Context: an optimization exercise on an open-source flow, tuned for small area, a short achievable clock period and few clock cycles per item. The choices shown serve that exercise and are no tape-out recipe.
In this exercise RTL edits were held to simulation tests only and were not proved equivalent to the original.

## flow/design.v (module list and top-level ports; edited modules follow where they fit)
// module rs_decoder_90_64: 13197 lines
module rs_decoder_90_64 (
    input  clk,
    input  rst_n,
    input  start,
    input  [719:0] received_code,
    output [511:0] decoded_data,
    output [4:0] errors_detected,
    output error_corrected,
    output [6:0] error_position,
    output reg valid_out,
    output decode_success
);
  // ...
==> flow/flow/run.sh <==
#!/bin/bash
# The standard layout (standard.sh: standard synthesis, floorplan, place, CTS, route),
# with two settings changed on the make command line:
#  - the port buffers that global placement inserts use the smallest buffer cell
#    (timing repair resizes the ones that matter);
set -euo pipefail
bash standard.sh "BUFFER_PORTS_ARGS=-buffer_cell sky130_fd_sc_hd__buf_1" \
    "SETUP_SLACK_MARGIN=5.5" finish > standard.log 2>&1
==> flow/standard.sh <==
#!/bin/bash
# synth_recipe.tcl (not shown) runs the flow's synth.tcl, then flattens the netlist and writes it again
# the make line also repeats each setting of config.mk as NAME=value (left out here)
make -C /OpenROAD-flow-scripts/flow DESIGN_CONFIG=/design/flow/config.mk WORK_HOME=/design/flow/orfs CLKGATE_MAP_FILE= SYNTH_SCRIPT=/design/flow/synth_recipe.tcl "${@:-finish}"
==> flow/config.mk <==
export PLATFORM = sky130hd
export DESIGN_NAME = rs_decoder_90_64
export DESIGN_NICKNAME = rs_decoder_90_64
export VERILOG_FILES = /design/flow/design.v
export SDC_FILE = /design/flow/constraint.sdc
export NUM_CORES = 4
export LEC_CHECK = 0
export CAP_MARGIN = 40
export CORE_AREA = 10 10 690 690
export DIE_AREA = 0 0 700 700
export SETUP_SLACK_MARGIN = 5
export SLEW_MARGIN = 40
==> flow/constraint.sdc <==
create_clock -name core_clock -period 12.0 [get_ports {clk}]
set_input_delay 2.4000 -clock core_clock [delete_from_list [all_inputs] [get_ports {clk}]]
set_output_delay 2.4000 -clock core_clock [all_outputs]
set_load 0.01 [all_outputs]
==> metrics.md, run 1 <==
| Metric | Value |
|---|---|
| Status | `timing/DRC/antenna clean` |
| Port Buffers | `between 1000 and 1500` |
| Final WS setup | `4.89 ns` |
| Drt wl/cell | `about 64 microns` |
| Cts hold-fix bufs | `0` |
| Worst Hold Depth | `1` |
| Post-CTS Setup Bufs | `~360` |
| Tap cells | `6149` |
| Via count | `between 90000 and 100k` |
| Met1 wire length | `470 mm` |
| Fmax achieved | `0.141 GHz` |
| Layout clock area frac | `~1.6%` |
| DRC Markers | `0` |
| Register area share after synthesis | `between 7 and 8%` |
| Core area | `0.460 sq mm` |
| Met3 global-route usage | `between 10% and 20%` |
| Syn Std Cell Area | `between 0.09 and 0.1 sq mm` |
| Mapped Cells | `roughly 9700` |
| Layout area overhead | `36.2%` |
| Final core occ | `26.7%` |
| Largest register by flop count | `u` |
| Mux share of post-synthesis cell area | `less than 1%` |
| Layout cells sized above 1 | `~25%` |
| Crit. Startpoint | `u[27]` |
| Post-DP HPWL | `around 1000 mm` |
| Num rows | `249` |
| Post-synthesis async set-or-reset flop share | `1.23%` |
| GPL Wtd Cong | `1.16` |
| WL met3 | `approximately 110 mm` |
| Top FF cell, synth | `dfxtp_1` |
Testbench counts, summed over its fixed seeds: cycles 1,920, items 384.
==> run 2: changes to the inputs <==
--- a/flow/config.mk
+++ b/flow/config.mk
@@ -6,7 +6,7 @@
 export NUM_CORES = 4
 export LEC_CHECK = 0
 export CAP_MARGIN = 40
-export CORE_AREA = 10 10 690 690
-export DIE_AREA = 0 0 700 700
+export CORE_AREA = 10 10 590 590
+export DIE_AREA = 0 0 600 600
 export SETUP_SLACK_MARGIN = 5
 export SLEW_MARGIN = 40
==> metrics.md, run 2 <==
| Metric | Value |
|---|---|
| Port Buffers | `1244 (unchanged)` |
| Simple-gate portion of the synthesized area | `3.52% (unchanged)` |
| GPL Wtd Cong | `1.20 (was 1.16)` |
| Met3 global-route usage | `33.6% (was 14.2%)` |
| Post-route minimum period | `7.31 ns (was 7.11 ns)` |
| Initial antenna violation count | `198 (was 228)` |
| Die span in x | `600 microns (was 700 microns)` |
| Pre-antenna DRT Iters | `14 (was 9)` |
| Layout area overhead | `32.8% (was 36.2%)` |
| Largest family of logic cells by synthesized area | `XOR/XNOR gates (unchanged)` |
| Register area share after synthesis | `7.22% (unchanged)` |
| Setup Viol. Count Final | `0 (unchanged)` |
| I/O pins | `1250 (unchanged)` |
| Synth Register Bits | `324 (unchanged)` |
| Max reg flops | `256 (unchanged)` |
| Vias in the first global route | `86653 (was 84874)` |
| Worst Setup End Kind | `flop (unchanged)` |
| Dpl ws | `2.72 ns (was 2.78 ns)` |
| Max cap viols | `0 (unchanged)` |
| Starting DRT DRC Count | `18687 (was 15715)` |
| Average footprint of a synthesized cell | `9.30 sq um (unchanged)` |
| Tcrit/Tclk final | `60.9% (was 59.3%)` |
| Post-DP HPWL | `957 mm (was 1040 mm)` |
| Syn Std Cell Area | `0.0902 sq mm (unchanged)` |
| Critical path class | `flop to flop (unchanged)` |
| Final WS setup | `4.69 ns (was 4.89 ns)` |
| Synth Area in Compound Gates | `9.77% (unchanged)` |
| Area share of the leading cell type in the synthesized netlist | `30.4% (unchanged)` |
| Synth cell types | `74 (unchanged)` |
| M2 GR Usage | `71.6% (was 61.3%)` |
| Largest register by flop count | `u (unchanged)` |
| Status | `timing/DRC/antenna clean (unchanged)` |
| Fillers | `34455 (was 49864)` |
| Num rows | `212 (was 249)` |
| GR peak layer | `met2 (unchanged)` |
| Post-DRT Antenna Nets | `0 (unchanged)` |
| Core area | `0.334 sq mm (was 0.460 sq mm)` |
| Die H | `600 microns (was 700 microns)` |
| Via count | `97085 (was 91505)` |
| RSZ-0062 raised after global routing | `true (unchanged)` |
| Post-synth EDFFs | `0 (unchanged)` |
| Slew @ Worst Pin | `1.22 ns (was 1.12 ns)` |
| Clock Latency Late Sink | `0.86 ns (about the same)` |
| Mux share of post-synthesis cell area | `0.0333% (unchanged)` |
| Type of the tightest min-delay check | `flop to flop (unchanged)` |
| Slew Limit Fails | `0 (unchanged)` |
| Clock Sinks | `324 (unchanged)` |
| Grt met1 use | `64.9% (was 56.8%)` |
| Largest cells by area after synthesis | `xnor2_1 (30%), ha_1 (21%), fa_1 (12%), dfxtp_1 (7.1%), xor2_1 (5.1%) (unchanged)` |
| Drt wl/cell | `66.3 microns (was 63.9 microns)` |
| Ys Warns | `1 (unchanged)` |
| H-tree lvl count | `2 (unchanged)` |
| Required @ worst endpoint | `12.72 ns (about the same)` |
| Cts hold-fix bufs | `0 (unchanged)` |
| Startpoint types | `flop (unchanged)` |
| Crit Path Max Fanout | `9 (was 6)` |
| Adder-Cell Fraction of Synth Area | `33.4% (unchanged)` |
| Routed vias/inst | `6.00 (was 5.12)` |
| DRC Markers | `0 (unchanged)` |
| Post-synthesis async set-or-reset flop share | `1.23% (unchanged)` |
| Clock Pin Slew Worst Setup and Hold Paths | `0.07 ns (was 0.06 ns)` |
| Global route overflow | `0 (unchanged)` |
| Largest net degree at the start of global routing | `114 (was 80)` |
| First-pass GRT wire length | `1250 mm (was 1330 mm)` |
| Final wirelength | `1070 mm (was 1140 mm)` |
| Top FF cell, synth | `dfxtp_1 (unchanged)` |
| Largest registers | `u: 256 flops, acc: 64 flops (unchanged)` |
| Commonest cells post-synth | `xnor2_1 (3126), ha_1 (1544), inv_1 (1201), fa_1 (540), xor2_1 (528) (unchanged)` |
| Total CTS buffers | `57 (was 61)` |
| Setup TNS | `0 ns (unchanged)` |
| Root Buffer | `clkbuf_16 (unchanged)` |
| Final #Nets | `14265 (was 14272)` |
| Die ar. | `0.360 sq mm (was 0.490 sq mm)` |
| CTS max path bufs | `3 (unchanged)` |
| CP arrival | `8.02 ns (was 7.84 ns)` |
| Layout cells sized above 1 | `23.5% (was 24.6%)` |
| Dpl cell area | `0.104 sq mm (was 0.107 sq mm)` |
| Final instance area | `0.120 sq mm (was 0.123 sq mm)` |
| GRT Total Usage | `56.8% (was 44.6%)` |
| Commonest non-fill, non-tap cell in the layout | `xnor2_1 (unchanged)` |
| Mapped Cells | `9697 (unchanged)` |
| Largest area contributor in the netlist | `xnor2_1 (unchanged)` |
| Most frequent cells in the layout | `xnor2_1 (2547), ha_1 (1366), buf_1 (1213), inv_1 (1094), buf_4 (826) (was xnor2_1 (2481), ha_1 (1367), buf_1 (1198), inv_1 (1100), buf_4 (819))` |
| TritonCTS clock tree | `built (unchanged)` |
| XOR/XNOR Fraction of Synth Area | `37.0% (unchanged)` |
| Final count of hold timing violations | `0 (unchanged)` |
| Slew headroom | `18.8% (was 25.6%)` |
| Starting Density | `27.0% (was 19.6%)` |
| Clock skew | `0.0674 ns (was 0.0432 ns)` |
| Most frequent cell after synthesis | `xnor2_1 (unchanged)` |
| Fmax achieved | `0.137 GHz (was 0.141 GHz)` |
==> run 2: kinds of logic (layout without fill, tap and decap cells) <==
group | count (synthesis) | count (layout)
other | 1 | 295
buffers and inverters | 1782 | 3586
adder cells (fa/ha/maj) | 2084 | 2084
AO/OA/AOI/OAI | 1188 | 1188
AND/OR/NAND/NOR | 595 | 595
XOR/XNOR | 3720 | 3720
flip-flops | 324 | 324
multiplexers | 3 | 3
==> run 2: worst paths after layout <==
path / start / endpoint / slack, ns / cells past startpoint
max: u[17] / acc[35] / 4.69 / 23
min: valid_out / valid_out / 0.50 / 1
max reg2reg: u[17] / acc[35] / 4.69 / 23
min reg2reg: valid_out / valid_out / 0.50 / 1
max in group asynchronous: rst_n / p1 / 10.42 / 1
min in group asynchronous: rst_n / p2 / 1.37 / 1
==> run 2: stage by stage <==
stage	hold WS, ns	std cells	util [%]
after global placement	0.462	15287	30.5
after global routing	0.525	16059	35.7
final	0.495	16182	35.8
after CTS	0.498	15767	34.6
after floorplan	0.474	9701	-
after detailed placement	0.483	15306	31.2
==> run 2: area by class of cell <==
| cell class | instances | area, sq um | share of cell area [%] |
|---|---|---|---|
| Clock buffer | 63 | 1540 | 1.29 |
| Inverter | 1209 | 4850 | 4.05 |
| Antenna cell | 290 | 726 | 0.606 |
| Multi-Input combinational cell | 7595 | 85900 | 71.7 |
| Sequential cell | 324 | 6820 | 5.69 |
| Tap cell | 4387 | 5490 | 4.58 |
| Clock inverter | 43 | 509 | 0.425 |
| Timing Repair Buffer | 2271 | 13900 | 11.6 |
==> run 2: critical path: stages (launching register included) <==
cell and delay, ns:
dfxtp_4 0.38, buf_6 0.11, buf_4 0.46, inv_1 0.27, fa_2 0.49, xnor2_4 0.63, o31ai_2 0.26, a21o_1 0.23
a21o_1 0.23, a21o_1 0.20, a21oi_2 0.17, ha_1 0.56, xnor2_1 0.20, buf_4 0.26, xnor2_1 0.20, xnor2_2 0.60
xnor2_1 0.18, xnor2_1 0.17, xnor2_1 0.16, xnor2_2 0.64, buf_6 0.23, xor2_4 0.23, xnor2_2 0.12, xnor2_2 0.16
==> run 2: per-layer routing <==
layer	vias up	wire (microns)
met5	-	2870
met4	74	130000
met3	2711	165000
met2	9807	382000
met1	49493	392000
li1	35000	-
==> run 2: what timing repair did <==
action	in CTS	in global routing
gates cloned	0	1
pin swaps	388	328
setup endpoints to repair	142	107
gates resized for setup	1173	364
buffers inserted	355	123
==> run 3: changes to the inputs <==
==> flow/flow/run.sh (replaced) <==
#!/bin/bash
# The standard layout (standard.sh: standard synthesis, floorplan, place, CTS, route),
# with one change on the make command line: the port buffers that global placement
# inserts use the smallest buffer cell (timing repair resizes the ones that matter).
# Every tool's output stays in orfs/logs; make's own output goes to standard.log.
set -euo pipefail
bash standard.sh "BUFFER_PORTS_ARGS=-buffer_cell sky130_fd_sc_hd__buf_1" finish > standard.log 2>&1
--- a/flow/config.mk
+++ b/flow/config.mk
@@ -6,7 +6,7 @@
 export NUM_CORES = 4
 export LEC_CHECK = 0
 export CAP_MARGIN = 40
-export CORE_AREA = 10 10 590 590
-export DIE_AREA = 0 0 600 600
+export CORE_AREA = 10 10 690 690
+export DIE_AREA = 0 0 700 700
 export SETUP_SLACK_MARGIN = 5
 export SLEW_MARGIN = 40
==> metrics.md, run 3 <==
| Metric | Value |
|---|---|
| Setup Viol. Count Final | `0 (unchanged)` |
| I/O pins | `1250 (unchanged)` |
| Critical path class | `flop to flop (unchanged)` |
| Global route overflow | `0 (unchanged)` |
| Post-DRT Antenna Nets | `0 (unchanged)` |
| Register area share after synthesis | `7.22% (unchanged)` |
| Worst R2R Setup Slack | `4.69 ns (about the same)` |
| Pre-antenna DRT Iters | `8 (was 14)` |
| Die H | `700 microns (was 600 microns)` |
| Dpl ws | `2.40 ns (was 2.72 ns)` |
| Largest register by flop count | `u (unchanged)` |
| Type of the tightest min-delay check | `flop to flop (unchanged)` |
| CP arrival | `8.04 ns (was 8.02 ns)` |
| Most frequent cell after synthesis | `xnor2_1 (unchanged)` |
| Post-synth EDFFs | `0 (unchanged)` |
| Total CTS buffers | `60 (was 57)` |
| GRT Total Usage | `46.6% (was 56.8%)` |
| Max cap viols | `0 (unchanged)` |
| Critical path's slowest cell | `fa_1 (was xnor2_2)` |
| Via count | `92186 (was 97085)` |
| Cts hold-fix bufs | `0 (unchanged)` |
| Largest cells by area after synthesis | `xnor2_1 (30%), ha_1 (21%), fa_1 (12%), dfxtp_1 (7.1%), xor2_1 (5.1%) (unchanged)` |
| Slew @ Worst Pin | `1.18 ns (was 1.22 ns)` |
| Largest net degree at the start of global routing | `79 (was 114)` |
| Area share of the leading cell type in the synthesized netlist | `30.4% (unchanged)` |
| TritonCTS clock tree | `built (unchanged)` |
| Tcrit/Tclk final | `60.9% (about the same)` |
| Starting DRT DRC Count | `15658 (was 18687)` |
| Layout cells sized above 1 | `21.9% (was 23.5%)` |
| CP top delay family | `adder cells (was XOR/XNOR gates)` |
| GPL Wtd Cong | `1.12 (was 1.20)` |
| Slew Limit Fails | `0 (unchanged)` |
| Largest registers | `u: 256 flops, acc: 64 flops (unchanged)` |
| Layout area overhead | `33.0% (was 32.8%)` |
| Top FF cell, synth | `dfxtp_1 (unchanged)` |
| Post-synthesis async set-or-reset flop share | `1.23% (unchanged)` |
| DRC Markers | `0 (unchanged)` |
| Routed vias/inst | `5.18 (was 6.00)` |
| Ys Warns | `1 (unchanged)` |
| Setup TNS | `0 ns (unchanged)` |
| WP buf/inv | `5 (unchanged)` |
| Port Buffers | `1244 (unchanged)` |
| CTS max path bufs | `3 (unchanged)` |
| Synth Register Bits | `324 (unchanged)` |
| Die span in x | `700 microns (was 600 microns)` |
| Final #Nets | `14206 (was 14265)` |
| Commonest non-fill, non-tap cell in the layout | `xnor2_1 (unchanged)` |
| Post-DP HPWL | `1090 mm (was 957 mm)` |
| Highest cell delay on the worst timing path | `0.98 ns (was 0.64 ns)` |
| Worst Setup End Kind | `flop (unchanged)` |
| Die ar. | `0.490 sq mm (was 0.360 sq mm)` |
| Final count of hold timing violations | `0 (unchanged)` |
| Most frequent cells in the layout | `xnor2_1 (2573), ha_1 (1396), buf_1 (1218), inv_1 (1113), buf_4 (809) (was xnor2_1 (2547), ha_1 (1366), buf_1 (1213), inv_1 (1094), buf_4 (826))` |
| Max reg flops | `256 (unchanged)` |
| Crit Path Max Fanout | `6 (was 9)` |
| Drt wl/cell | `66.8 microns (was 66.3 microns)` |
| Clock Pin Slew Worst Setup and Hold Paths | `0.06 ns (was 0.07 ns)` |
| H-tree lvl count | `2 (unchanged)` |
| Root Buffer | `clkbuf_16 (unchanged)` |
| Initial antenna violation count | `257 (was 198)` |
| Vias in the first global route | `85917 (was 86653)` |
| Mapped Cells | `9697 (unchanged)` |
| RSZ-0062 raised after global routing | `true (unchanged)` |
| Clock skew | `0.0322 ns (was 0.0674 ns)` |
| Clock Sinks | `324 (unchanged)` |
| Final core occ | `26.0% (was 35.8%)` |
| Core area | `0.460 sq mm (was 0.334 sq mm)` |
| Synth cell types | `74 (unchanged)` |
| Clock Latency Late Sink | `0.86 ns (about the same)` |
| Num rows | `249 (was 212)` |
| Final wirelength | `1190 mm (was 1070 mm)` |
| Required @ worst endpoint | `12.73 ns (was 12.72 ns)` |
| Final WS setup | `4.69 ns (about the same)` |
| Starting Density | `19.6% (was 27.0%)` |
| Syn Std Cell Area | `0.0902 sq mm (unchanged)` |
| Fmax achieved | `0.137 GHz (about the same)` |
| First-pass GRT wire length | `1380 mm (was 1250 mm)` |
| Top cell by count, worst path | `xnor2_2 (was xnor2_1)` |
| Post-route minimum period | `7.31 ns (about the same)` |
| Largest area contributor in the netlist | `xnor2_1 (unchanged)` |
| Average footprint of a synthesized cell | `9.30 sq um (unchanged)` |
| Commonest cells post-synth | `xnor2_1 (3126), ha_1 (1544), inv_1 (1201), fa_1 (540), xor2_1 (528) (unchanged)` |
| Slew headroom | `21.4% (was 18.8%)` |
| Status | `timing/DRC/antenna clean (unchanged)` |
| Startpoint types | `flop (unchanged)` |
==> run 3: cell counts after synthesis <==
Identical to the previous run, type by type.
==> run 3: path summary, 6_finish.rpt <==
kind                            from         to  depth (start not counted)
hold / removal             valid_out  valid_out                          1
max in group asynchronous      rst_n         p1                          1
hold reg to reg            valid_out  valid_out                          1
setup reg to reg              u[145]    acc[40]                         26
min in group asynchronous      rst_n         p2                          1
setup / recovery              u[145]    acc[40]                         26
==> run 3: final cells by class <==
class | count | area (sq um)
antenna | 212 | 531
clock buffer | 72 | 1620
clock inverter | 42 | 577
fill | 49895 | 341000
inverter | 1209 | 4780
multi-input combinational | 7595 | 84800
sequential | 324 | 6750
tap | 6149 | 7690
timing repair buffer | 2209 | 13200
==> run 3: timing repair <==
item,CTS,global route
pin swaps,189,206
resized for setup,846,286
setup endpoints to repair,111,62
setup buffers,218,130
hold endpoints to repair,0,0
==> run 3: kinds of logic after synthesis <==
| kind of cell | after synthesis | synth area share, % |
|---|---|---|
| XOR/XNOR | 3720 | 37.0 |
| adder cells (fa/ha/maj) | 2084 | 33.4 |
| buffers and inverters | 1782 | 9.05 |
| AO/OA/AOI/OAI | 1188 | 9.77 |
| AND/OR/NAND/NOR | 595 | 3.52 |
| flip-flops | 324 | 7.22 |
| multiplexers | 3 | 0.0333 |
| other | 1 | 0.00416 |
==> run 3: through the flow <==
step	cells	hold slack (ns)	area, sq um
floorplan	9701	0.474	90200
global placement	17117	0.465	105000
detailed placement	17137	0.466	108000
CTS	17469	0.489	117000
global route	17718	0.521	120000
finish	17812	0.485	120000
==> run 3: worst reg2reg max path, delay by kind of cell (launching register included) <==
kind	cells	cell delay (ns)
adder cells (fa/ha/maj)	5	2.66
flip-flops	1	0.37
XOR/XNOR	10	2.38
AO/OA/AOI/OAI	4	0.68
AND/OR/NAND/NOR	2	0.19
buffers and inverters	5	0.90
==> run 3: routing by layer <==
metal	global-route usage, %	part of all wire, %	up-vias	wire length (microns)
li1	-	-	34766	-
met1	58.7	41	48435	487000
met2	63.1	38	7108	456000
met3	15.0	9.9	1799	117000
met4	40.4	11	78	129000
met5	0.644	0.10	-	1250

==> port drivers added, routing unchanged <==
The results above use ideal ports. As a check the final layouts listed here were re-extracted and re-timed, cells and wires unchanged.
Step 1 assumes that a clkbuf_16 drives the clock port and a buf_2 every other input.
Step 2 times the ports against the registers' clock, not the clock port: input delays grow and output delays shrink by t, the midpoint of the rising clock arrivals with the driver on.
a / b / c = ideal / step 1 / step 2; a / b = the first two.
run | shift t [ns] | setup slack, ns | hold slack, ns | clock arrival spread, ns
run 1 | 0.949 | 4.885 / 4.885 / 4.885 | 0.523 / 0.523 / 0.523 | 0.044 / 0.045
run 2 | 0.934 | 4.692 / 4.692 / 4.692 | 0.495 / 0.495 / 0.495 | 0.076 / 0.075
run 3 | 0.951 | 4.687 / 4.687 / 4.687 | 0.485 / 0.485 / 0.485 | 0.035 / 0.036
After both steps every run listed still meets setup and hold.
